Context: an optimization exercise on an open-source flow, tuned for small area. The choices shown serve that exercise and are no tape-out recipe. Where RTL was checked, it was by simulation tests only, not by an equivalence proof against the original. Function not checked in run 5: the RTL went through the layout flow alone. Power figures rest on the tool's default switching activity, not on a simulated workload.

`design/flow/flow/run.sh`:
```
#!/bin/bash
# Standard synthesis, then an area-oriented re-mapping of the combinational
# logic (registers are kept exactly as the standard synthesis made them), then
# the standard layout steps with smaller port buffers and a clock tree
# without dummy loads.
set -euo pipefail
R=orfs/results/$FLOW_PLATFORM/counter10000_TOP/base
export BUFFER_PORTS_ARGS="-buffer_cell sky130_fd_sc_hd__buf_1"
export CTS_ARGS="$(cat flow/cts_args.txt)"

bash standard.sh synth > std_synth.log 2>&1
cp $R/1_2_yosys.v synth_standard.v

LIB=$FLOW_HOME/platforms/$FLOW_PLATFORM/lib/sky130_fd_sc_hd__tt_025C_1v80.lib
REOPT_LIB=$LIB REOPT_IN=synth_standard.v REOPT_OUT=synth_area.v REOPT_SCRIPT=flow/area.abc \
  yosys -c flow/reopt.tcl > reopt.log 2>&1
cp synth_area.v $R/1_2_yosys.v

bash standard.sh finish > std_finish.log 2>&1
```
`design/flow/flow/area.abc`:
```
strash
&get -n
&deepsyn -T 60
&put
strash
dch -f
amap
mfs2
strash
dch -f
amap
```
`design/flow/flow/cts_args.txt`:
```
-sink_clustering_enable -repair_clock_nets -dont_use_dummy_load -buf_list sky130_fd_sc_hd__clkbuf_4 -sink_clustering_size 10 -sink_clustering_max_diameter 50
```
`design/flow/flow/reopt.tcl`:
```
yosys -import
if {[info exists ::env(REOPT_LIB)]} {set lib $::env(REOPT_LIB)} else {set lib /OpenROAD-flow-scripts/flow/platforms/sky130hd/lib/sky130_fd_sc_hd__tt_025C_1v80.lib}
set in $::env(REOPT_IN)
set out $::env(REOPT_OUT)
set script $::env(REOPT_SCRIPT)
set dont_use {}
set fh [open $lib r]
while {[gets $fh line] >= 0} {
  if {[regexp {^\s*cell\s*\(\s*"?([A-Za-z0-9_]+)"?\s*\)} $line -> c]} {
    if {[regexp {lpflow|probe} $c]} { lappend dont_use -dont_use $c }
  }
}
close $fh
read_liberty -ignore_miss_func $lib
read_verilog $in
hierarchy -top $::env(FLOW_TOP)
# sequential cells and tie cells are kept as they are
foreach m [split [string trim [tee -q -s result.string select -list-mod *]] "\n"] {
  if {[regexp {^\\?sky130_fd_sc_hd__(df|edf|sdf|dl|conb)} $m]} {
    setattr -mod -set blackbox 1 $m
  }
}
tee -o $out.before stat -liberty $lib
flatten
opt_clean -purge
abc -liberty $lib {*}$dont_use -script $script
opt_clean -purge
hilomap -singleton -hicell sky130_fd_sc_hd__conb_1 HI -locell sky130_fd_sc_hd__conb_1 LO
splitnets
opt_clean -purge
tee -o $out.after stat -liberty $lib
write_verilog -noattr -nohex -nodec $out
design -reset
read_liberty -lib $lib
read_verilog $out
hierarchy -top $::env(FLOW_TOP)
tee -o $out.check check -assert -mapped
```
`design/flow/standard.sh`:
```
#!/bin/bash
# synth_recipe.tcl (not shown) runs the flow's synth.tcl, then flattens the netlist and writes it again
# the make line also repeats each setting of config.mk as NAME=value (left out here)
make -C /OpenROAD-flow-scripts/flow DESIGN_CONFIG=/design/flow/config.mk WORK_HOME=/design/flow/orfs CLKGATE_MAP_FILE= SYNTH_SCRIPT=/design/flow/synth_recipe.tcl "${@:-finish}"
```
`design/flow/config.mk`:
```
export PLATFORM = sky130hd
export DESIGN_NAME = counter10000_TOP
export DESIGN_NICKNAME = counter10000_TOP
export VERILOG_FILES = /design/flow/design.v
export SDC_FILE = /design/flow/constraint.sdc
export NUM_CORES = 4
export LEC_CHECK = 0
export CAP_MARGIN = 20
export CORE_MARGIN = 2
export CORE_UTILIZATION = 70
export PLACE_DENSITY = 0.8
export SLEW_MARGIN = 20
```
`design/flow/constraint.sdc`:
```
create_clock -name core_clock -period 120.0 [get_ports {clk}]
set_input_delay 24.0000 -clock core_clock [delete_from_list [all_inputs] [get_ports {clk}]]
set_output_delay 24.0000 -clock core_clock [all_outputs]
set_load 0.01 [all_outputs]
```
`design/flow/design.v`:
```
`timescale 1ns / 1ps
module counter10000_TOP (
    input        rst,
    input        clk,
    input        btn_D,
    input        btn_R,
    input        btn_L,
    input        rx,
    output       tx,
    output [3:0] fnd_com,
    output [7:0] fnd_data
);
    reg [5:0] bs;
    reg       btick;
    wire      bterm = bs[0] & ~bs[2] & bs[3] & ~bs[4] & ~bs[5];
    always @(posedge clk, posedge rst) begin
        if (rst)
            bs <= 6'd23;
        else
            bs <= {bs[4:2], bs[1] | bterm, bs[0], bs[0] ^ bs[5]};
    end
    always @(posedge clk) btick <= bterm;
    reg [6:0] ds;
    reg       dtick;
    wire      dterm = ds[0] & ds[1] & ~ds[2] & ds[3] & ds[6];
    always @(posedge clk, posedge rst) begin
        if (rst)
            ds <= 7'd18;
        else
            ds <= {ds[5:2], ds[1] & ~dterm, ds[0], ds[0] ^ ds[6]};
    end
    always @(posedge clk) dtick <= dterm;
    wire dpost = ~ds[0] & ~ds[1] & ds[2] & ~ds[4] & ds[5];
    reg       rx_act;
    reg       rx_done;
    reg [7:0] rx_c;
    reg [7:0] rx_sh;
    wire      rx_end = btick & rx_c[7] & rx_c[4] & (rx_c[2:0] == 3'd7);    
    always @(posedge clk, posedge rst) begin
        if (rst)
            rx_act <= 1'b0;
        else if (!rx_act)
            rx_act <= ~rx;
        else if (rx_end)
            rx_act <= 1'b0;
    end
    always @(posedge clk)
        rx_done <= rx_act & rx_end;
    always @(posedge clk) begin
        if (!rx_act)
            rx_c <= 8'd0;
        else if (btick)
            rx_c <= rx_c + 8'd1;
        if (rx_act && btick && rx_c[3:0] == 4'd7 && rx_c[7:4] != 4'd0 && rx_c[7:4] != 4'd9)
            rx_sh <= {rx, rx_sh[7:1]};
    end
    wire [7:0] txf_head;
    wire       rxf_empty, rxf_full, txf_empty, txf_full;
    reg        tx_busy;
    fifo_pair U_FIFOS (
        .clk(clk), .rst(rst),
        .push(rx_done), .wdata(rx_sh), .pop(~tx_busy),
        .rx_empty(rxf_empty), .rx_full(rxf_full),
        .tx_empty(txf_empty), .tx_full(txf_full), .tx_head(txf_head)
    );
    reg       tx_act;
    reg       tx_reg;
    reg [7:0] tx_c;
    reg [7:0] tx_buf;        
    wire      tx_end = btick & tx_c[7] & tx_c[4] & (tx_c[3:0] == 4'd15);    
    assign tx = tx_reg;
    always @(posedge clk, posedge rst) begin
        if (rst) begin
            tx_act <= 1'b0;
            tx_reg <= 1'b1;
        end else if (!tx_act) begin
            tx_reg <= 1'b1;
            tx_act <= ~txf_empty;
        end else begin
            if (tx_c[7:4] == 4'd0)
                tx_reg <= 1'b0;
            else if (tx_c[7] & tx_c[4])
                tx_reg <= 1'b1;
            else
                tx_reg <= tx_buf[tx_c[6:4]];
            if (tx_end) tx_act <= 1'b0;
        end
    end
    always @(posedge clk) tx_busy <= tx_act;
    always @(posedge clk) begin
        if (!tx_act)
            tx_c <= 8'd0;
        else if (btick)
            tx_c <= tx_c + 8'd1;
        if (!tx_act && !txf_empty)
            tx_buf <= {txf_head[6:0], txf_head[7]};
    end
    reg cmd_run, cmd_clear, cmd_mode;
    always @(posedge clk) begin
        if (txf_empty) begin
            cmd_run   <= 1'b0;
            cmd_clear <= 1'b0;
            cmd_mode  <= 1'b0;
        end else begin
            if (txf_head == "r") cmd_run <= 1'b1;
            if (txf_head == "c") cmd_clear <= 1'b1;
            if (txf_head == "m") cmd_mode <= 1'b1;
        end
    end
    wire pR, pD, pL;
    btn_db DB_R (.clk(clk), .rst(rst), .en(dtick), .post(dpost), .i_btn(btn_R), .o_btn(pR));
    btn_db DB_D (.clk(clk), .rst(rst), .en(dtick), .post(dpost), .i_btn(btn_D), .o_btn(pD));
    btn_db DB_L (.clk(clk), .rst(rst), .en(dtick), .post(dpost), .i_btn(btn_L), .o_btn(pL));
    wire c_en  = pR | cmd_run;
    wire c_clr = pL | cmd_clear;
    wire c_md  = pD | cmd_mode;
    reg cu_cmd, run, mode, clear;
    always @(posedge clk, posedge rst) begin
        if (rst) begin
            cu_cmd <= 1'b0;
            run    <= 1'b0;
            mode   <= 1'b0;
            clear  <= 1'b0;
        end else if (cu_cmd) begin
            cu_cmd <= 1'b0;
            clear  <= 1'b0;
        end else begin
            cu_cmd <= c_en | c_clr | c_md;
            clear  <= c_clr;
            if (c_en) run  <= ~run;
            if (c_md) mode <= ~mode;
        end
    end
    reg [9:0] tcnt;
    reg       ctick;
    always @(posedge clk, posedge rst) begin
        if (rst) begin
            tcnt  <= 0;
            ctick <= 1'b0;
        end else if (clear) begin
            tcnt  <= 0;
            ctick <= 1'b0;
        end else if (run) begin
            ctick <= (tcnt == 10'd999);
            tcnt  <= (tcnt == 10'd999) ? 10'd0 : tcnt + 10'd1;
        end
    end
    wire [3:0] d0, d1, d2, d3;
    wire c0, c1, c2, c3;
    wire up = ~mode;
    bcd_digit D0 (.clk(clk), .rst(rst), .clr(clear), .t(ctick), .u(up), .q(d0), .term(c0));
    bcd_digit D1 (.clk(clk), .rst(rst), .clr(clear), .t(ctick & c0), .u(up), .q(d1), .term(c1));
    bcd_digit D2 (.clk(clk), .rst(rst), .clr(clear), .t(ctick & c0 & c1), .u(up), .q(d2), .term(c2));
    bcd_digit D3 (.clk(clk), .rst(rst), .clr(clear), .t(ctick & c0 & c1 & c2), .u(up), .q(d3), .term(c3));
    reg [1:0] sel;
    always @(posedge clk, posedge rst) begin
        if (rst) sel <= 2'd0;
        else if (dtick) sel <= sel + 2'd1;
    end
    assign fnd_com = ~(4'b0001 << sel);
    reg [3:0] dig;
    always @(*) begin
        case (sel)
            2'd0: dig = d0;
            2'd1: dig = d1;
            2'd2: dig = d2;
            default: dig = d3;
        endcase
    end
    wire A = dig[3], B = dig[2], C = dig[1], D = dig[0];
    wire sa = A | C | (B & D) | (~B & ~D);
    wire sb = ~B | (~C & ~D) | (C & D);
    wire sc = B | ~C | D;
    wire sd = A | (~B & ~D) | (~B & C) | (C & ~D) | (B & ~C & D);
    wire se = (~B & ~D) | (C & ~D);
    wire sf = A | (~C & ~D) | (B & ~C) | (B & ~D);
    wire sg = A | (~B & C) | (B & ~C) | (C & ~D);
    wire [6:0] seg = ~{sg, sf, se, sd, sc, sb, sa};
    assign fnd_data = {1'b1, seg};
endmodule
module btn_db (
    input  clk,
    input  rst,
    input  en,
    input  post,
    input  i_btn,
    output o_btn
);
    reg [2:0] st;
    wire [2:0] nx = {st[2] | (st[1] & st[0]), st[0] & (st[1] | ~st[2]), ~(st[1] & st[2])};
    always @(posedge clk, posedge rst) begin
        if (rst) st <= 3'd0;
        else if (en) st <= i_btn ? nx : 3'd0;
    end
    assign o_btn = post & st[2] & ~st[1] & ~st[0];
endmodule
module fifo_pair (
    input        clk,
    input        rst,
    input        push,
    input  [7:0] wdata,
    input        pop,
    output       rx_empty,
    output       rx_full,
    output       tx_empty,
    output       tx_full,
    output [7:0] tx_head
);
    reg [3:0] n_rx, n_tx, rp, wp;
    reg       pend;
    reg [127:0] r;       
    assign rx_empty = (n_rx == 4'd0);
    assign rx_full  = n_rx[3];
    assign tx_empty = (n_tx == 4'd0);
    assign tx_full  = n_tx[3];
    wire do_push = push & ~rx_full;
    wire do_pop  = pop & ~tx_empty;
    wire move    = ~rx_empty & ~tx_full;
    wire we = (do_push & (wp == 4'd15)) | (pend & (wp == 4'd0));
    always @(posedge clk)
        r <= {r[119:0], we ? wdata : r[127:120]};
    always @(posedge clk, posedge rst) begin
        if (rst) begin
            n_rx <= 4'd0;
            n_tx <= 4'd0;
            rp   <= 4'd0;
            wp   <= 4'd0;
            pend <= 1'b0;
        end else begin
            n_rx <= n_rx + {3'b000, do_push} - {3'b000, move};
            n_tx <= n_tx + {3'b000, move} - {3'b000, do_pop};
            rp   <= rp + {2'b00, do_pop, ~do_pop};
            wp   <= wp + {2'b00, do_push, ~do_push};
            pend <= (do_push & (wp != 4'd15)) | (pend & (wp != 4'd0));
        end
    end
    assign tx_head = (pend && rp == wp - 4'd1) ? wdata : r[{rp, 3'b000} +: 8];
endmodule
module bcd_digit (
    input            clk,
    input            rst,
    input            clr,
    input            t,
    input            u,
    output reg [3:0] q,
    output           term
);
    wire t1 = u ? (q[0] & ~q[3]) : (~q[0] & (q[1] | q[2] | q[3]));
    wire t2 = u ? (q[1] & q[0]) : (~q[1] & ~q[0] & (q[2] | q[3]));
    wire t3 = u ? (q[0] & (q[3] | (q[2] & q[1]))) : (~q[0] & ~q[1] & ~q[2]);
    assign term = u ? (q[3] & q[0]) : ~(q[3] | q[2] | q[1] | q[0]);
    always @(posedge clk, posedge rst) begin
        if (rst) q <= 4'd0;
        else q <= clr ? 4'd0 : q ^ ({t3, t2, t1, 1'b1} & {4{t}});
    end
endmodule
```
==> results of run 1 <==
-- cell usage in the layout, fill, tap and decap left out, types with 7 or more instances in the layout --
cell type,count
a211oi_1,8
a21oi_1,29
a31oi_1,8
and3_1,9
buf_1,17
clkbuf_4,28
clkinv_1,71
dfrtp_1,68
dfstp_2,7
dfxtp_1,151
edfxtp_1,16
nand2_1,36
nor2_1,170
nor3_1,48
nor4_1,9
o21ai_0,39
o221ai_1,8
o22a_1,11
o22ai_1,38
o41ai_1,7
-- per-layer routing --
metal	wire length (um)	GRT usage [%]
met1	7350	36.9
met4	315	8.46
met5	0	0
met3	956	3.78
met2	7840	43.3
-- per-stage QoR --
stage / std cells / setup slack (ns)
CTS: 1001 / 93.22
global route: 1001 / 92.92
finish: 1001 / 93.20
floorplan: 808 / 94.15
global placement: 972 / 94.05
detailed placement: 973 / 93.90
-- worst register-to-register path, delay by kind of cell, from the launching register on --
kind / cells / cell delay (ns)
DFF: 1 / 0.69
and+or+nand+nor: 6 / 1.54
buffers and inverters: 3 / 1.17
AOI/OAI and AO/OA: 4 / 0.97
-- cell type report --
type	count	share of cell area [%]
timing repair buffer	22	1.13
inverter	72	3.09
multi-input combinational	494	29.7
tap	143	2.05
clock buffer	28	2.40
sequential	242	61.7
-- where the power goes --
| group | switching [W] | internal (W) |
|---|---|---|
| logic | 0.000000651 | 0.000000169 |
| registers | 0.000000135 | 0.0000815 |
| clock network | 0.0000238 | 0.0000107 |
-- how the worst max path moves through the flow --
| stage | slack, ns | to | cells after the start |
|---|---|---|---|
| 2_1_floorplan | 94.15 | fnd_data[0] | 10 |
| 3_3_place_gp | 94.05 | fnd_data[0] | 11 |
| 3_5_place_dp | 93.90 | fnd_data[0] | 11 |
| 4_1_cts | 93.22 | fnd_data[0] | 11 |
| 5_1_grt | 92.92 | fnd_data[0] | 11 |
| 6_report | 93.20 | fnd_data[0] | 11 |
==> impl_metrics.tcl, run 1 <==
set metrics [dict create \
    grt_antenna_before_repair 0 \
    worstSetupStartpoint "sel[1]" \
    core-area_mm2 0.0115 \
    whs_ns 0.308 \
    crit_top_cell "nor2_1" \
    p_leak_nw 3.48 \
    vdd_drop_max_mv 0.0105 \
    cts_sinks 242 \
    synth_nets 814 \
    cts_hold_buf 0 \
    reg2reg_slack_ns 115.61 \
    clkTransAtPathRegs_ns 0.11 \
    die_area_mm2 0.0127 \
    drc 0 \
    setup-violations-final 0 \
    dr_total_vias 6102 \
    criticalPathCategory "reg -> out" \
    grt_pass1_wl_mm 27.4 \
    viasPerCell 6.10 \
    grt_util_all_layers_pct 26.4 \
    htreeDepth 1 \
    dp_hpwl_mm 11.4 \
    root_buffer "clkbuf_4" \
    hold_class "reg -> reg" \
    ys_warn_count 4 \
    slowest_stage "dfrtp_1" \
    postSynthCellCount 808 \
    postCtsSetupRepairBufs 0 \
    syn_to_final_growth_pct 5.91 \
    drt-initial-drc-count 511 \
    start_util_pct 72.0 \
    largest-register "U_FIFOS.r" \
    ff2ff_path_depth 13 \
    skew_ns 0.0637 \
    reg2reg_from "U_FIFOS.rp[0]" \
    worst_setup_path_end_kind "output pin" \
    dpl_cell_area_mm2 0.00853 \
    whs_endpoint "U_FIFOS.r[47]" \
    wirelength_mm 16.5 \
    portBuffers 17 \
    cts-resized-gates 0 \
    final_net_count 866 \
    powerDensity_mw_per_mm2 13.4 \
    n_antenna_cell 0 \
    max_clock_freq_ghz 0.0373 \
    drive_gt1_share_pct 4.78 \
    grt_max_degree 76 \
    p_total_w 0.000117 \
    syn_area_mm2 0.00825 \
    relSlewSlack_pct 38.2 \
    crit_arrival_ns 2.80 \
    die_y_um 113 \
    cp.required_ns 96.00 \
    stdcell_area_mm2 0.00874 \
    min_from "U_FIFOS.r[39]" \
    slew_viol_final 0 \
    postSynthAreaPerCell_um2 10.2 \
    multi_input_area_mm2 0.00259 \
    grt_pass1_vias 5887 \
    grt_setup_unrepaired "false" \
    io_pins 19 \
    tritoncts "done" \
    max_cap_violations 0 \
    final_hold_viol_count 0 \
    finalCritPeriodShare_pct 22.3 \
    grt.overflow.total 0 \
    reg_top3 "U_FIFOS.r x128, tcnt x10" \
    crit_path_start_kind "flop" \
    cp_max_fo 6 \
    die_w_um 113 \
    crit_chain "clkinv_1 > nand2_1 > o22ai_1 > nor2_1 > clkinv_1 > nor2_1 > nor2_1 > a211oi_1 > o21ai_0 > nor2_1 > buf_1" \
    n_fill_cell 822 \
    crit_path_max_incr_delay_ns 0.39 \
    min_path_cells 0 \
    largest_reg_flops 128 \
    clock_latency_ns 0.65 \
    finalCriticalPeriod_ns 26.80 \
    status "complete, no violations" \
    cp.buffers_inverters 3 \
    routedWlPerCell_um 16.4 \
    ant_nets 0 \
    r2r-end "cmd_run" \
    place.gp.congestion 0.926 \
    utilization_pct 76.2 \
    rows 39 \
    worst_pin_slew_ns 0.928 \
    setup_tns_ns 0 \
    cts_buffers 28 \
    seq_area_mm2 0.00539 \
    crit_family "simple AND/OR/NAND/NOR gates" \
    cts_buffer_depth 3 \
    first_pass_iters 5 \
]
==> run 2: changes to the inputs <==
--- a/design/flow/design.v
+++ b/design/flow/design.v
@@ -235,5 +235,5 @@
         end
     end
-    assign tx_head = (pend && rp == wp - 4'd1) ? wdata : r[{rp, 3'b000} +: 8];
+    assign tx_head = (pend && n_rx == 4'd0 && n_tx == 4'd1) ? wdata : r[{rp, 3'b000} +: 8];
 endmodule
 module bcd_digit (
==> run 2 against run 1 <==
  * Still clean
  * Sequential cell count stayed put
  * Via count is 3.3% lower
  * Global-route usage hardly changed
  * Clock power hardly changed
  * Non-clock buffer count is 1 higher
  * Register-to-register slack better by 0.91 ns
  * Synthesized cell count is 6.7% lower
  * Utilization is 0.40 points lower
  * Wire length is 1.1% lower
  * First-iteration DRC count is 10% lower
  * Critical path depth stayed put
==> impl_metrics.tcl, run 2 <==
set metrics [dict create \
    final_hold_viol_count 0 \
    wirelength_mm 16.3 \
    die_w_um 112 \
    place.gp.congestion 0.833 \
    grt.overflow.total 0 \
    tritoncts "done" \
    io_pins 19 \
    crit_chain "clkinv_1 > nand2_1 > clkinv_1 > a32oi_1 > o221ai_1 > nor2_1 > o31a_1 > o21a_1 > nor3_1 > nand2b_1 > buf_1" \
    final_net_count 813 \
    drt-initial-drc-count 460 \
    drc 0 \
    viasPerCell 6.22 \
    die_area_mm2 0.0125 \
    dpl_cell_area_mm2 0.00841 \
    seq_area_mm2 0.00539 \
    grt_antenna_before_repair 0 \
    worstSetupStartpoint "sel[1]" \
    dp_hpwl_mm 11.0 \
    core-area_mm2 0.0114 \
    multi_input_area_mm2 0.00243 \
    crit_path_max_incr_delay_ns 0.39 \
    skew_ns 0.0502 \
    vdd_drop_max_mv 0.0104 \
    clkTransAtPathRegs_ns 0.12 \
    grt_max_degree 76 \
    internal_power_w 0.0000924 \
    syn_to_final_growth_pct 6.13 \
    slew_viol_final 0 \
    largest_reg_flops 128 \
    grt_pass1_wl_mm 27.4 \
    root_buffer "clkbuf_4" \
    max_cap_violations 0 \
    worst_pin_slew_ns 1.01 \
    cts-resized-gates 0 \
    synth_nets 760 \
    cts_buffer_depth 3 \
    die_y_um 112 \
    combPwrFrac_pct 0.7 \
    start_util_pct 71.4 \
    slowest_stage "dfrtp_1" \
    p_leak_nw 3.30 \
    stdcell_area_mm2 0.00862 \
    grt_pass1_vias 5800 \
    largest-register "U_FIFOS.r" \
    cp_max_fo 5 \
    p_clk_share_pct 29.3 \
    drive_gt1_share_pct 5.22 \
    postCtsSetupRepairBufs 0 \
    syn_area_mm2 0.00812 \
    max_clock_freq_ghz 0.0375 \
    seqPwrFrac_pct 70.0 \
    cp.buffers_inverters 3 \
    criticalPathCategory "reg -> out" \
    netSwitchingFraction_pct 20.8 \
    hold_class "reg -> reg" \
    routedWlPerCell_um 17.2 \
    layout_commonest_cell "dfxtp_1" \
    cts_sinks 242 \
    grt_setup_unrepaired "false" \
    p_switching_w 0.0000242 \
    setup-violations-final 0 \
    clock_latency_ns 0.63 \
    postSynthAreaPerCell_um2 10.8 \
    crit_path_start_kind "flop" \
    reg2reg_from "U_FIFOS.rp[3]" \
    cts_hold_buf 0 \
    rows 39 \
    crit_top_cell "clkinv_1" \
    final_cell_mix "151 x dfxtp_1, 100 x nor2_1, 79 x clkinv_1" \
    finalCriticalPeriod_ns 26.64 \
    grt_util_all_layers_pct 26.5 \
    dr_total_vias 5900 \
    htreeDepth 1 \
    ys_warn_count 4 \
    finalCritPeriodShare_pct 22.2 \
    crit_arrival_ns 2.64 \
    setup_tns_ns 0 \
    reg_top3 "U_FIFOS.r x128, tcnt x10" \
    first_pass_iters 8 \
    min_from "U_FIFOS.r[46]" \
    portBuffers 17 \
    crit_family "compound AO/OA/AOI/OAI gates" \
    cts_buffers 28 \
    n_fill_cell 795 \
    postSynthCellCount 754 \
    relSlewSlack_pct 32.8 \
    ant_nets 0 \
    worst_setup_path_end_kind "output pin" \
    n_antenna_cell 0 \
    powerDensity_mw_per_mm2 13.5 \
    status "complete, no violations" \
    cp.required_ns 96.00 \
]
==> run 2: worst reg2reg max path, delay by kind of cell (launching register included) <==
family	cells	cell delay, ns
buf+inv	3	0.76
simple gates	2	1.27
flops	1	0.39
compound gates	5	0.99
==> run 2: per-stage QoR <==
| step | utilization, % | std cells | worst slack (ns) | total power, W | hold slack (ns) |
|---|---|---|---|---|---|
| 2_1_floorplan | - | 754 | 94.06 | 0.0000839 | 0.324 |
| 3_3_place_gp | 74.0 | 920 | 94.19 | 0.0000841 | 0.329 |
| 3_5_place_dp | 74.0 | 920 | 94.04 | 0.0000842 | 0.336 |
| 4_1_cts | 75.8 | 948 | 93.37 | 0.000117 | 0.330 |
| 5_1_grt | 75.8 | 948 | 93.18 | 0.000120 | 0.345 |
| 6_report | 75.8 | 948 | 93.36 | 0.000117 | 0.326 |
==> run 2: metal layers <==
layer	global-route usage (%)	routed length, um
met5	0	0
met4	7.82	319
met3	4.08	1010
met2	43.0	7690
met1	37.5	7250
==> run 2: power groups by stage <==
stage | combinational (W) | sequential, W | clock [W]
after floorplan | 0.000000542 | 0.0000834 | 0
after global placement | 0.000000777 | 0.0000834 | 0
after detailed placement | 0.000000818 | 0.0000834 | 0
after CTS | 0.000000819 | 0.0000816 | 0.0000349
after global routing | 0.000000918 | 0.0000817 | 0.0000378
final | 0.000000783 | 0.0000816 | 0.0000342
==> run 2: area by class of cell <==
cell class                      count  share of cell area [%]
Clock buffer                       28                    2.44
Inverter                           80                    3.48
Multi-Input combinational cell    432                    28.2
Sequential cell                   242                    62.5
Tap cell                          143                    2.08
Timing Repair Buffer               23                    1.26
==> run 2: worst paths after layout <==
check | cells past startpoint | slack (ns) | to
worst max-delay path | 11 | 93.36 | fnd_data[3]
worst min-delay path | 0 | 0.33 | U_FIFOS.r[54]
worst max register to register | 10 | 116.52 | cmd_run
worst min register to register | 0 | 0.33 | U_FIFOS.r[54]
max in group asynchronous | 3 | 95.75 | sel[1]
min in group asynchronous | 3 | 23.62 | U_FIFOS.n_tx[1]
==> run 3: changes to the inputs <==
==> design/flow/flow/run.sh (replaced) <==
#!/bin/bash
# Standard synthesis, then an area-oriented re-mapping of the combinational
# logic (registers are kept exactly as the standard synthesis made them; the
# smallest of a few ABC runs with different seeds is kept), then the standard
# layout steps with smaller port buffers and a clock tree without dummy loads.
set -euo pipefail
R=orfs/results/$FLOW_PLATFORM/counter10000_TOP/base
export BUFFER_PORTS_ARGS="-buffer_cell sky130_fd_sc_hd__buf_1"
export CTS_ARGS="$(cat flow/cts_args.txt)"

bash standard.sh synth > std_synth.log 2>&1
cp $R/1_2_yosys.v synth_standard.v

LIB=$FLOW_HOME/platforms/$FLOW_PLATFORM/lib/sky130_fd_sc_hd__tt_025C_1v80.lib
for S in 0 1 2 3; do
  sed "s/&deepsyn -T 60/\&deepsyn -T 60 -S $S/" flow/area.abc > area_$S.abc
  REOPT_LIB=$LIB REOPT_IN=synth_standard.v REOPT_OUT=synth_area_$S.v REOPT_SCRIPT=area_$S.abc \
    yosys -c flow/reopt.tcl > reopt_$S.log 2>&1 &
done
wait
best=""
best_area=""
for S in 0 1 2 3; do
  if [[ -s synth_area_$S.v ]] && grep -q "Found and reported 0 problems" synth_area_$S.v.check; then
    a=$(grep "Chip area for module" synth_area_$S.v.after | awk '{print $NF}')
    echo "seed $S: area $a" >> reopt_choice.log
    if [[ -z "$best" ]] || awk -v a="$a" -v b="$best_area" 'BEGIN{exit !(a < b)}'; then
      best=$S; best_area=$a
    fi
  fi
done
echo "kept seed $best ($best_area)" >> reopt_choice.log
cp synth_area_$best.v $R/1_2_yosys.v

bash standard.sh finish > std_finish.log 2>&1
==> run 3 against run 2 <==
  * Still clean
  * Count of clock-buffer cells in the layout stayed put
  * Die area unchanged
  * Area after synthesis unchanged
  * Sequential power is essentially flat
  * Wire length unchanged
  * Cell count stayed put
  * Setup slack unchanged
  * Clock power about the same
  * Fmax is the same
  * Global-route usage unchanged
  * Highest routed layer unchanged
==> impl_metrics.tcl, run 3 <==
set metrics [dict create \
    wirelength_mm 16.3 \
    skew_ns 0.0502 \
    whs_ns 0.326 \
    reg_top3 "U_FIFOS.r x128, tcnt x10" \
    dp_cells 920 \
    cp.required_ns 96.00 \
    cts_buffers 28 \
    grt_pass1_wl_mm 27.4 \
    largest-register "U_FIFOS.r" \
    drive_gt1_share_pct 5.22 \
    n_antenna_cell 0 \
    routedWlPerCell_um 17.2 \
    cts-resized-gates 0 \
    finalCriticalPeriod_ns 26.64 \
    io_pins 19 \
    grt_antenna_before_repair 0 \
    p_leak_nw 3.30 \
    ys_warn_count 4 \
    status "complete, no violations" \
    die_y_um 112 \
    seqPwrFrac_pct 70.0 \
    relSlewSlack_pct 32.8 \
    die_w_um 112 \
    max_cap_violations 0 \
    viasPerCell 6.22 \
    netSwitchingFraction_pct 20.8 \
    portBuffers 17 \
    place.gp.congestion 0.833 \
    layout_commonest_cell "dfxtp_1" \
    p_switching_w 0.0000242 \
    p_total_w 0.000117 \
    vdd_drop_max_mv 0.0104 \
    combPwrFrac_pct 0.7 \
    dr_total_vias 5900 \
    rows 39 \
    crit_arrival_ns 2.64 \
    htreeDepth 1 \
    postSynthAreaPerCell_um2 10.8 \
    cts_buffer_depth 3 \
    die_area_mm2 0.0125 \
    clock_latency_ns 0.63 \
    internal_power_w 0.0000924 \
    worst_pin_slew_ns 1.01 \
    grt_util_all_layers_pct 26.5 \
    root_buffer "clkbuf_4" \
    powerDensity_mw_per_mm2 13.5 \
    start_util_pct 71.4 \
    syn_to_final_growth_pct 6.13 \
    ant_nets 0 \
    finalCritPeriodShare_pct 22.2 \
    first_pass_iters 8 \
    p_clk_share_pct 29.3 \
    crit_path_start_kind "flop" \
    grt.overflow.total 0 \
    drt-initial-drc-count 460 \
    core-area_mm2 0.0114 \
    cts_sinks 242 \
    tritoncts "done" \
    grt_pass1_vias 5800 \
    max_clock_freq_ghz 0.0375 \
    postCtsSetupRepairBufs 0 \
    final_cell_mix "151 x dfxtp_1, 100 x nor2_1, 79 x clkinv_1" \
    final_cells 948 \
    dp_hpwl_mm 11.0 \
    synth_nets 760 \
    slew_viol_final 0 \
    cts_hold_buf 0 \
    hold_class "reg -> reg" \
    worst_setup_path_end_kind "output pin" \
    largest_reg_flops 128 \
    cp_max_fo 5 \
    final_hold_viol_count 0 \
    criticalPathCategory "reg -> out" \
    grt_max_degree 76 \
    setup_tns_ns 0 \
    drc 0 \
    setup-violations-final 0 \
    clkTransAtPathRegs_ns 0.12 \
    utilization_pct 75.8 \
    grt_setup_unrepaired "false" \
    syn_area_mm2 0.00812 \
    postSynthCellCount 754 \
    final_net_count 813 \
]
-- run 3: final cells by class --
type                       count  area [um^2]
clock buffer                  28          210
fill                         795         2750
inverter                      80          300
multi-input combinational    432         2430
sequential                   242         5390
tap                          143          179
timing repair buffer          23          109
-- run 3: routing by layer --
layer | part of all wire (%) | vias up | GRT usage [%] | wire (um)
li1 | - | 2821 | - | -
met1 | 45 | 2847 | 37.5 | 7250
met2 | 47 | 196 | 43.0 | 7690
met3 | 6.2 | 36 | 4.08 | 1010
met4 | 2.0 | 0 | 7.82 | 319
met5 | 0 | - | 0 | 0
-- run 3: worst paths after layout --
check | from | endpoint | slack (ns) | cells past startpoint
max | sel[1] | fnd_data[3] | 93.36 | 11
min | U_FIFOS.r[46] | U_FIFOS.r[54] | 0.33 | 0
max reg2reg | U_FIFOS.rp[3] | cmd_run | 116.52 | 10
min reg2reg | U_FIFOS.r[46] | U_FIFOS.r[54] | 0.33 | 0
max in group asynchronous | rst | sel[1] | 95.75 | 3
min in group asynchronous | rst | U_FIFOS.n_tx[1] | 23.62 | 3
-- run 3: power groups by stage --
stage	registers, W	logic (W)	clock network [W]
6_report	0.0000816	0.000000783	0.0000342
5_1_grt	0.0000817	0.000000918	0.0000378
2_1_floorplan	0.0000834	0.000000542	0
4_1_cts	0.0000816	0.000000819	0.0000349
3_3_place_gp	0.0000834	0.000000777	0
3_5_place_dp	0.0000834	0.000000818	0
-- run 3: critical path: stages, from the launching register on --
cell	delay (ns)
dfrtp_1	0.39
clkinv_1	0.14
nand2_1	0.19
clkinv_1	0.09
a32oi_1	0.18
o221ai_1	0.21
nor2_1	0.20
o31a_1	0.18
o21a_1	0.15
nor3_1	0.06
nand2b_1	0.14
buf_1	0.12
-- run 3: per-stage QoR --
step	setup slack, ns	instance area (um^2)
finish	93.36	8620
global route	93.18	8620
CTS	93.37	8620
detailed placement	94.04	8410
global placement	94.19	8410
floorplan	94.06	8120
==> run 4: changes to the inputs <==
--- a/design/flow/design.v
+++ b/design/flow/design.v
@@ -45,6 +45,5 @@
             rx_act <= 1'b0;
     end
-    always @(posedge clk)
-        rx_done <= rx_act & rx_end;
+    always @(*) rx_done = ~rx_act & rx_c[7];
     always @(posedge clk) begin
         if (!rx_act)
@@ -132,16 +131,18 @@
         end
     end
-    reg [9:0] tcnt;
+    localparam [9:0] T_FIRST = 10'd113;
+    reg [9:0] ts;
     reg       ctick;
-    always @(posedge clk, posedge rst) begin
-        if (rst) begin
-            tcnt  <= 0;
+    wire      tterm = (ts[8:0] == 9'b000111000);
+    always @(posedge clk, posedge rst) begin
+        if (rst) begin
+            ts    <= T_FIRST;
             ctick <= 1'b0;
         end else if (clear) begin
-            tcnt  <= 0;
+            ts    <= T_FIRST;
             ctick <= 1'b0;
         end else if (run) begin
-            ctick <= (tcnt == 10'd999);
-            tcnt  <= (tcnt == 10'd999) ? 10'd0 : tcnt + 10'd1;
+            ctick <= tterm;
+            ts    <= {ts[8:0], (ts[2] ^ ts[9]) | tterm};
         end
     end
@@ -207,6 +208,7 @@
     output [7:0] tx_head
 );
-    reg [3:0] n_rx, n_tx, rp, wp;
+    reg [3:0] n_rx, n_tx, rp;
     reg       pend;
+    wire [3:0] wp = rp + n_tx + n_rx;
     reg [127:0] r;       
     assign rx_empty = (n_rx == 4'd0);
@@ -225,5 +227,4 @@
             n_tx <= 4'd0;
             rp   <= 4'd0;
-            wp   <= 4'd0;
             pend <= 1'b0;
         end else begin
@@ -231,5 +232,4 @@
             n_tx <= n_tx + {3'b000, move} - {3'b000, do_pop};
             rp   <= rp + {2'b00, do_pop, ~do_pop};
-            wp   <= wp + {2'b00, do_push, ~do_push};
             pend <= (do_push & (wp != 4'd15)) | (pend & (wp != 4'd0));
         end
==> run 4 against run 3 <==
  * Highest routed layer unchanged
  * Critical path depth is the same
  * Utilization decreased by 0.23 points
  * Cell count increased by 1.8%
  * Fmax grew 0.50%
  * Clock power is 2% lower
  * Count of clock-buffer cells in the layout down 1
  * Still clean
  * Non-clock buffer count unchanged
  * Via count rose by 2.2%
  * Clock skew up 0.021 ns
==> impl_metrics.tcl, run 4 <==
set metrics [dict create \
    crit_arrival_ns 2.51 \
    relSlewSlack_pct 41.4 \
    drive_gt1_share_pct 5.60 \
    multi_input_area_mm2 0.00249 \
    tritoncts "done" \
    syn_area_mm2 0.00810 \
    vdd_drop_max_mv 0.0120 \
    viasPerCell 6.25 \
    reg2reg_from "mode" \
    final_net_count 829 \
    layout_commonest_cell "dfxtp_1" \
    combPwrFrac_pct 0.7 \
    grt.overflow.total 0 \
    cts_sinks 237 \
    grt_pass1_wl_mm 28.6 \
    core-area_mm2 0.0114 \
    n_fill_cell 798 \
    cts_hold_buf 0 \
    cp.required_ns 96.00 \
    grt_util_all_layers_pct 27.8 \
    ant_nets 0 \
    setup-violations-final 0 \
    max_cap_violations 0 \
    layout_setup_ws_ns 93.49 \
    final_hold_viol_count 0 \
    place.gp.congestion 0.913 \
    ff2ff_path_depth 17 \
    grt_pass1_vias 5995 \
    ys_warn_count 4 \
    pre_cts_slack_ns 94.17 \
    synth_nets 777 \
    netSwitchingFraction_pct 21.0 \
    htreeDepth 1 \
    postSynthAreaPerCell_um2 10.5 \
    slew_viol_final 0 \
    root_buffer "clkbuf_4" \
    routedWlPerCell_um 17.6 \
    skew_ns 0.0712 \
    dp_hpwl_mm 11.6 \
    slowest_stage "dfrtp_1" \
    finalCriticalPeriod_ns 26.51 \
    grt_setup_unrepaired "false" \
    min_path_cells 0 \
    min_from "U_FIFOS.r[99]" \
    dr_total_vias 6030 \
    stdcell_area_mm2 0.00859 \
    p_leak_nw 3.27 \
    finalCritPeriodShare_pct 22.1 \
    reg2reg_slack_ns 116.05 \
    crit_chain "clkinv_1 > nand2_1 > o22ai_1 > nor2_1 > clkinv_1 > nor2_1 > o21a_1 > nor2_1 > o21ai_0 > clkinv_1 > buf_1" \
    p_clk_share_pct 29.4 \
    whs_endpoint "U_FIFOS.r[107]" \
    status "complete, no violations" \
    r2r-end "D3.q[3]" \
    grt_max_degree 72 \
    reg_top3 "U_FIFOS.r x128, ts x10" \
    die_y_um 112 \
    hold_class "reg -> reg" \
    wirelength_mm 17.0 \
    drc 0 \
    seq_area_mm2 0.00527 \
    portBuffers 17 \
    grt_antenna_before_repair 1 \
    powerDensity_mw_per_mm2 13.3 \
    cp_max_fo 5 \
    drt-initial-drc-count 466 \
    largest-register "U_FIFOS.r" \
    p_switching_w 0.0000240 \
    worst_pin_slew_ns 0.879 \
    max_clock_freq_ghz 0.0377 \
    die_w_um 112 \
    clkTransAtPathRegs_ns 0.10 \
    seqPwrFrac_pct 69.9 \
    final_cell_mix "150 x dfxtp_1, 113 x nor2_1, 88 x clkinv_1" \
    dpl_cell_area_mm2 0.00838 \
    cts_buffer_depth 3 \
    criticalPathCategory "reg -> out" \
    clock_latency_ns 0.66 \
    setup_tns_ns 0 \
    first_pass_iters 6 \
    crit_path_start_kind "flop" \
    io_pins 19 \
    crit_path_max_incr_delay_ns 0.39 \
    rows 39 \
    worst_setup_path_end_kind "output pin" \
    syn_to_final_growth_pct 6.15 \
    cp.buffers_inverters 4 \
    cts-resized-gates 0 \
    crit_family "simple AND/OR/NAND/NOR gates" \
    internal_power_w 0.0000904 \
    die_area_mm2 0.0124 \
    cts_buffers 27 \
    postCtsSetupRepairBufs 0 \
    start_util_pct 71.2 \
    largest_reg_flops 128 \
    postSynthCellCount 771 \
]
==> run 4: changes by cell type in the layout (fill, tap and decap cells not counted), moves of 8 or more <==
cell      before  now
dfrtp_1       68   60
nand2_1       54   45
clkinv_1      79   88
nor2_1       100  113
nor3_1        27   39
a21oi_1       43   29
o22ai_1       27   49
==> run 4: area by class of cell <==
type,count,share of cell area (%)
clock buffers,27,2.36
repair buffers,23,1.27
flip-flops and latches,237,61.4
multi-input cells,445,29.0
well taps,143,2.08
diodes,1,0.0291
inverters,89,3.89
==> run 4: how the worst max path moves through the flow <==
stage                 from     endpoint  depth (start not counted)
floorplan           sel[0]  fnd_data[3]                         10
global placement    sel[0]  fnd_data[3]                         11
detailed placement  sel[0]  fnd_data[3]                         11
CTS                 sel[0]  fnd_data[3]                         11
global route        sel[0]  fnd_data[3]                         11
finish              sel[0]  fnd_data[3]                         11
==> run 4: power by group through the flow <==
stage,registers (W),logic (W),clock network [W]
6_report,0.0000800,0.000000813,0.0000336
5_1_grt,0.0000801,0.000000968,0.0000367
4_1_cts,0.0000800,0.000000853,0.0000341
3_5_place_dp,0.0000817,0.000000847,0
3_3_place_gp,0.0000817,0.000000795,0
2_1_floorplan,0.0000817,0.000000561,0
==> run 4: through the flow <==
step                      util, %  std cells  power (W)  hold slack (ns)
final                        75.6        965   0.000114            0.306
after global routing         75.6        965   0.000118            0.319
after CTS                    75.5        964   0.000115            0.311
after detailed placement     73.7        937  0.0000826            0.335
after global placement       73.7        937  0.0000825            0.332
after floorplan                 -        771  0.0000823            0.326
==> run 4: per-layer routing <==
| layer | GRT usage (%) | share of wire, % |
|---|---|---|
| met5 | 0 | 0 |
| met4 | 9.63 | 2.5 |
| met3 | 4.35 | 6.0 |
| met2 | 45.4 | 47 |
| met1 | 38.4 | 45 |
==> run 5: changes to the inputs <==
--- a/design/flow/design.v
+++ b/design/flow/design.v
@@ -45,5 +45,6 @@
             rx_act <= 1'b0;
     end
-    always @(*) rx_done = ~rx_act & rx_c[7];
+    always @(posedge clk)
+        rx_done <= rx_act & rx_end;
     always @(posedge clk) begin
         if (!rx_act)
@@ -54,12 +55,17 @@
             rx_sh <= {rx, rx_sh[7:1]};
     end
-    wire [7:0] txf_head;
+    wire [7:0] rxf_head, txf_head;
     wire       rxf_empty, rxf_full, txf_empty, txf_full;
     reg        tx_busy;
-    fifo_pair U_FIFOS (
+    wire       txf_pend;
+    ring_fifo U_RXF (
         .clk(clk), .rst(rst),
-        .push(rx_done), .wdata(rx_sh), .pop(~tx_busy),
-        .rx_empty(rxf_empty), .rx_full(rxf_full),
-        .tx_empty(txf_empty), .tx_full(txf_full), .tx_head(txf_head)
+        .push(rx_done), .pop(~txf_full), .back(txf_pend), .wdata(rx_sh),
+        .empty(rxf_empty), .full(rxf_full), .pend(), .rdata(rxf_head)
+    );
+    ring_fifo U_TXF (
+        .clk(clk), .rst(rst),
+        .push(~rxf_empty), .pop(~tx_busy), .back(1'b0), .wdata(rxf_head),
+        .empty(txf_empty), .full(txf_full), .pend(txf_pend), .rdata(txf_head)
     );
     reg       tx_act;
@@ -131,18 +137,16 @@
         end
     end
-    localparam [9:0] T_FIRST = 10'd113;
-    reg [9:0] ts;
+    reg [9:0] tcnt;
     reg       ctick;
-    wire      tterm = (ts[8:0] == 9'b000111000);
-    always @(posedge clk, posedge rst) begin
-        if (rst) begin
-            ts    <= T_FIRST;
+    always @(posedge clk, posedge rst) begin
+        if (rst) begin
+            tcnt  <= 0;
             ctick <= 1'b0;
         end else if (clear) begin
-            ts    <= T_FIRST;
+            tcnt  <= 0;
             ctick <= 1'b0;
         end else if (run) begin
-            ctick <= tterm;
-            ts    <= {ts[8:0], (ts[2] ^ ts[9]) | tterm};
+            ctick <= (tcnt == 10'd999);
+            tcnt  <= (tcnt == 10'd999) ? 10'd0 : tcnt + 10'd1;
         end
     end
@@ -196,44 +200,64 @@
     assign o_btn = post & st[2] & ~st[1] & ~st[0];
 endmodule
-module fifo_pair (
+module ring_fifo (
     input        clk,
     input        rst,
     input        push,
+    input        pop,
+    input        back,       
     input  [7:0] wdata,
-    input        pop,
-    output       rx_empty,
-    output       rx_full,
-    output       tx_empty,
-    output       tx_full,
-    output [7:0] tx_head
-);
-    reg [3:0] n_rx, n_tx, rp;
-    reg       pend;
-    wire [3:0] wp = rp + n_tx + n_rx;
-    reg [127:0] r;       
-    assign rx_empty = (n_rx == 4'd0);
-    assign rx_full  = n_rx[3];
-    assign tx_empty = (n_tx == 4'd0);
-    assign tx_full  = n_tx[3];
-    wire do_push = push & ~rx_full;
-    wire do_pop  = pop & ~tx_empty;
-    wire move    = ~rx_empty & ~tx_full;
-    wire we = (do_push & (wp == 4'd15)) | (pend & (wp == 4'd0));
-    always @(posedge clk)
-        r <= {r[119:0], we ? wdata : r[127:120]};
-    always @(posedge clk, posedge rst) begin
-        if (rst) begin
-            n_rx <= 4'd0;
-            n_tx <= 4'd0;
-            rp   <= 4'd0;
-            pend <= 1'b0;
-        end else begin
-            n_rx <= n_rx + {3'b000, do_push} - {3'b000, move};
-            n_tx <= n_tx + {3'b000, move} - {3'b000, do_pop};
-            rp   <= rp + {2'b00, do_pop, ~do_pop};
-            pend <= (do_push & (wp != 4'd15)) | (pend & (wp != 4'd0));
-        end
-    end
-    assign tx_head = (pend && n_rx == 4'd0 && n_tx == 4'd1) ? wdata : r[{rp, 3'b000} +: 8];
+    output       empty,
+    output       full,
+    output       pend,
+    output [7:0] rdata
+);
+    reg [2:0] wp, rp;
+    reg       full_r, empty_r, pend_r;
+    reg [7:0] r0, r1, r2, r3, r4, r5, r6, r7;
+    assign empty = empty_r;
+    assign full  = full_r;
+    assign pend  = pend_r;
+    wire do_push = push & ~full_r;
+    wire do_pop  = pop & ~empty_r;
+    wire we = (do_push & (wp == 3'd7)) | (pend_r & (wp == 3'd0));
+    always @(posedge clk) begin
+        r0 <= we ? wdata : r7;
+        r1 <= r0; r2 <= r1; r3 <= r2; r4 <= r3; r5 <= r4; r6 <= r5; r7 <= r6;
+    end
+    always @(posedge clk, posedge rst) begin
+        if (rst) begin
+            wp      <= 3'd0;
+            rp      <= 3'd0;
+            full_r  <= 1'b0;
+            empty_r <= 1'b1;
+            pend_r  <= 1'b0;
+        end else begin
+            wp     <= wp + {1'b0, do_push, ~do_push};
+            rp     <= rp + {1'b0, do_pop, ~do_pop};
+            pend_r <= (do_push & (wp != 3'd7)) | (pend_r & (wp != 3'd0));
+            if (do_push && !do_pop) begin
+                empty_r <= 1'b0;
+                full_r  <= (wp + 3'd1 == rp);
+            end else if (do_pop && !do_push) begin
+                full_r  <= 1'b0;
+                empty_r <= (rp + 3'd1 == wp);
+            end
+        end
+    end
+    wire [2:0] x = rp - {2'b00, back};
+    reg  [7:0] rx;
+    always @(*) begin
+        case (x)
+            3'd0: rx = r0;
+            3'd1: rx = r1;
+            3'd2: rx = r2;
+            3'd3: rx = r3;
+            3'd4: rx = r4;
+            3'd5: rx = r5;
+            3'd6: rx = r6;
+            default: rx = r7;
+        endcase
+    end
+    assign rdata = (pend_r && x == wp - 3'd1) ? wdata : rx;
 endmodule
 module bcd_digit (
==> design/flow/flow/run.sh (replaced) <==
#!/bin/bash
# Standard synthesis, then an area-oriented re-mapping of the combinational
# logic (registers are kept exactly as the standard synthesis made them), then
# the standard layout steps with smaller port buffers and a clock tree
# without dummy loads.
set -euo pipefail
R=orfs/results/$FLOW_PLATFORM/counter10000_TOP/base
export BUFFER_PORTS_ARGS="-buffer_cell sky130_fd_sc_hd__buf_1"
export CTS_ARGS="$(cat flow/cts_args.txt)"

bash standard.sh synth > std_synth.log 2>&1
cp $R/1_2_yosys.v synth_standard.v

LIB=$FLOW_HOME/platforms/$FLOW_PLATFORM/lib/sky130_fd_sc_hd__tt_025C_1v80.lib
REOPT_LIB=$LIB REOPT_IN=synth_standard.v REOPT_OUT=synth_area.v REOPT_SCRIPT=flow/area.abc \
  yosys -c flow/reopt.tcl > reopt.log 2>&1
cp synth_area.v $R/1_2_yosys.v

bash standard.sh finish > std_finish.log 2>&1
==> run 5 against run 4 <==
  * Clock skew up 0.017 ns
  * Area after synthesis up 4.2%
  * Largest cell class unchanged
  * Non-clock buffer count down 1
  * Register-to-register slack worse by 0.77 ns
  * Global-route usage down 0.80 points
  * Count of clock-buffer cells in the layout up 1
  * Still clean
  * First-iteration DRC count up 19%
  * Design area up 3.9%
  * Critical path depth down 1
  * Hold slack worse by 0.0046 ns
  * Sequential power up 2%
==> impl_metrics.tcl, run 5 <==
set metrics [dict create \
    powerDensity_mw_per_mm2 13.1 \
    gr-usage-met3_pct 4.20 \
    cts_sinks 243 \
    setup_tns_ns 0 \
    die_w_um 114 \
    die_area_mm2 0.0129 \
    dp_hpwl_mm 11.9 \
    ys_warn_count 4 \
    drive_gt1_share_pct 4.89 \
    grt_pass1_wl_mm 28.2 \
    min_path_cells 0 \
    postSynthAreaPerCell_um2 10.2 \
    start_util_pct 71.1 \
    cp_max_fo 6 \
    n_antenna_cell 0 \
    grt_util_all_layers_pct 27.0 \
    cp.buffers_inverters 3 \
    grt_antenna_before_repair 0 \
    grt_setup_unrepaired "false" \
    cts_hold_buf 0 \
    layout_commonest_cell "dfxtp_1" \
    cp.required_ns 96.00 \
    p_clk_share_pct 29.0 \
    final_cell_mix "151 x dfxtp_1, 136 x nor2_1, 91 x clkinv_1" \
    dr_total_vias 6327 \
    worstSetupStartpoint "sel[1]" \
    root_buffer "clkbuf_4" \
    pre_cts_slack_ns 94.02 \
    largest-register "tcnt" \
    viasPerCell 6.16 \
    htreeDepth 1 \
    p_leak_nw 3.41 \
    criticalPathCategory "reg -> out" \
    skew_ns 0.0883 \
    grt_max_degree 77 \
    crit_path_max_incr_delay_ns 0.38 \
    cts_buffer_depth 3 \
    max_cap_violations 0 \
    crit_family "simple AND/OR/NAND/NOR gates" \
    crit_arrival_ns 2.61 \
    seqPwrFrac_pct 70.3 \
    ant_nets 0 \
    worst_pin_slew_ns 1.08 \
    min_from "U_RXF.r1[3]" \
    io_pins 19 \
    clkTransAtPathRegs_ns 0.10 \
    portBuffers 17 \
    rows 40 \
    crit_path_start_kind "flop" \
    grt.busiest_layer "met2" \
    p_switching_w 0.0000239 \
    tritoncts "done" \
    finalCritPeriodShare_pct 22.2 \
    slew_viol_final 0 \
    clock_latency_ns 0.67 \
    setup-violations-final 0 \
    core-area_mm2 0.0119 \
    combPwrFrac_pct 0.7 \
    die_y_um 114 \
    synth_nets 836 \
    grt_pass1_vias 6039 \
    first_pass_iters 7 \
    crit_chain "clkinv_1 > nand2_1 > o22ai_1 > nor2_1 > clkinv_1 > o21ai_0 > nor2_1 > nor3_1 > nor2b_1 > buf_1" \
    hold_class "reg -> reg" \
    routedWlPerCell_um 16.6 \
    layout_setup_ws_ns 93.39 \
    place.gp.congestion 0.857 \
    r2r-end "cmd_run" \
    final_hold_viol_count 0 \
    internal_power_w 0.0000927 \
    cts-resized-gates 0 \
    whs_endpoint "U_RXF.r2[3]" \
    ff2ff_path_depth 11 \
    reg2reg_from "U_TXF.rp[0]" \
    cp.depth 10 \
    grt_use_met1_pct 37.6 \
    wirelength_mm 17.0 \
    syn_to_final_growth_pct 5.84 \
    max_clock_freq_ghz 0.0376 \
    reg2reg_slack_ns 115.28 \
    status "complete, no violations" \
    utilization_pct 75.3 \
    netSwitchingFraction_pct 20.5 \
    use_met2_pct 44.3 \
    drc 0 \
    grt.overflow.total 0 \
    cts_buffers 28 \
    slowest_stage "dfrtp_1" \
    relSlewSlack_pct 27.9 \
    postCtsSetupRepairBufs 0 \
    vdd_drop_max_mv 0.00986 \
    drt-initial-drc-count 553 \
    final_net_count 888 \
    largest_reg_flops 10 \
    postSynthCellCount 830 \
    syn_area_mm2 0.00843 \
    worst_setup_path_end_kind "output pin" \
    finalCriticalPeriod_ns 26.61 \
]
[run 5: cell type report]
cell class                 instances  area, um^2
sequential                       243        5420
tap                              147         184
inverter                          92         345
multi-input combinational        495        2670
clock buffer                      28         210
timing repair buffer              22        98.8
fill                             856        2930
[run 5: per-layer routing]
metal | wire (um) | up-vias
li1 | - | 3049
met1 | 7610 | 3062
met2 | 8070 | 178
met3 | 1010 | 38
met4 | 310 | 0
met5 | 0 | -
[run 5: per-stage QoR]
stage / cell area, um^2 / power [W] / hold slack (ns) / instances
4_1_cts: 8930 / 0.000117 / 0.295 / 1027
5_1_grt: 8930 / 0.000121 / 0.280 / 1027
3_3_place_gp: 8710 / 0.0000846 / 0.330 / 998
2_1_floorplan: 8430 / 0.0000843 / 0.324 / 830
3_5_place_dp: 8720 / 0.0000846 / 0.331 / 999
6_report: 8930 / 0.000117 / 0.301 / 1027
[run 5: power by group through the flow]
stage               clock (W)  sequential, W  combinational (W)
CTS                 0.0000345      0.0000820        0.000000890
floorplan                   0      0.0000837        0.000000601
detailed placement          0      0.0000837        0.000000888
finish              0.0000338      0.0000820        0.000000846
global placement            0      0.0000837        0.000000852
global route        0.0000377      0.0000820         0.00000101
[run 5: how the worst max path moves through the flow]
stage | to | slack, ns
2_1_floorplan | fnd_data[0] | 94.02
3_3_place_gp | fnd_data[0] | 94.16
3_5_place_dp | fnd_data[0] | 94.02
4_1_cts | fnd_data[0] | 93.37
5_1_grt | fnd_data[0] | 93.05
6_report | fnd_data[0] | 93.39

[afterwards: timing with drivers on the ports]
In the flow no input, the clock included, has a driving cell. The finished layouts below were timed again as built, in two steps.
Step 1 sets driving cells, clkbuf_16 on the clock port and buf_2 on the other inputs (assumed; they add their load-dependent delay and slew).
Step 2 also shifts input and output timing later by t, the mid clock arrival at the registers, as if the neighbouring blocks saw the same clock.
Slacks: ideal ports / drivers / drivers and shift; pairs: ideal ports / drivers.
run	t, ns	slack for setup (ns)	clock arrival spread, ns	slew at the worst register clock pin (ns)	pins driven straight from the clock port
run 1	0.655	93.202 / 93.166 / 93.821	0.068 / 0.067	0.12 / 0.12	1
run 2	0.644	93.356 / 93.323 / 93.967	0.055 / 0.054	0.12 / 0.12	1
run 3	0.644	93.356 / 93.323 / 93.967	0.055 / 0.054	0.12 / 0.12	1
run 4	0.655	93.487 / 93.451 / 94.107	0.071 / 0.071	0.12 / 0.12	1
run 5	0.662	93.387 / 93.354 / 94.016	0.090 / 0.089	0.12 / 0.12	1
After both steps setup and hold are still met in every run listed.
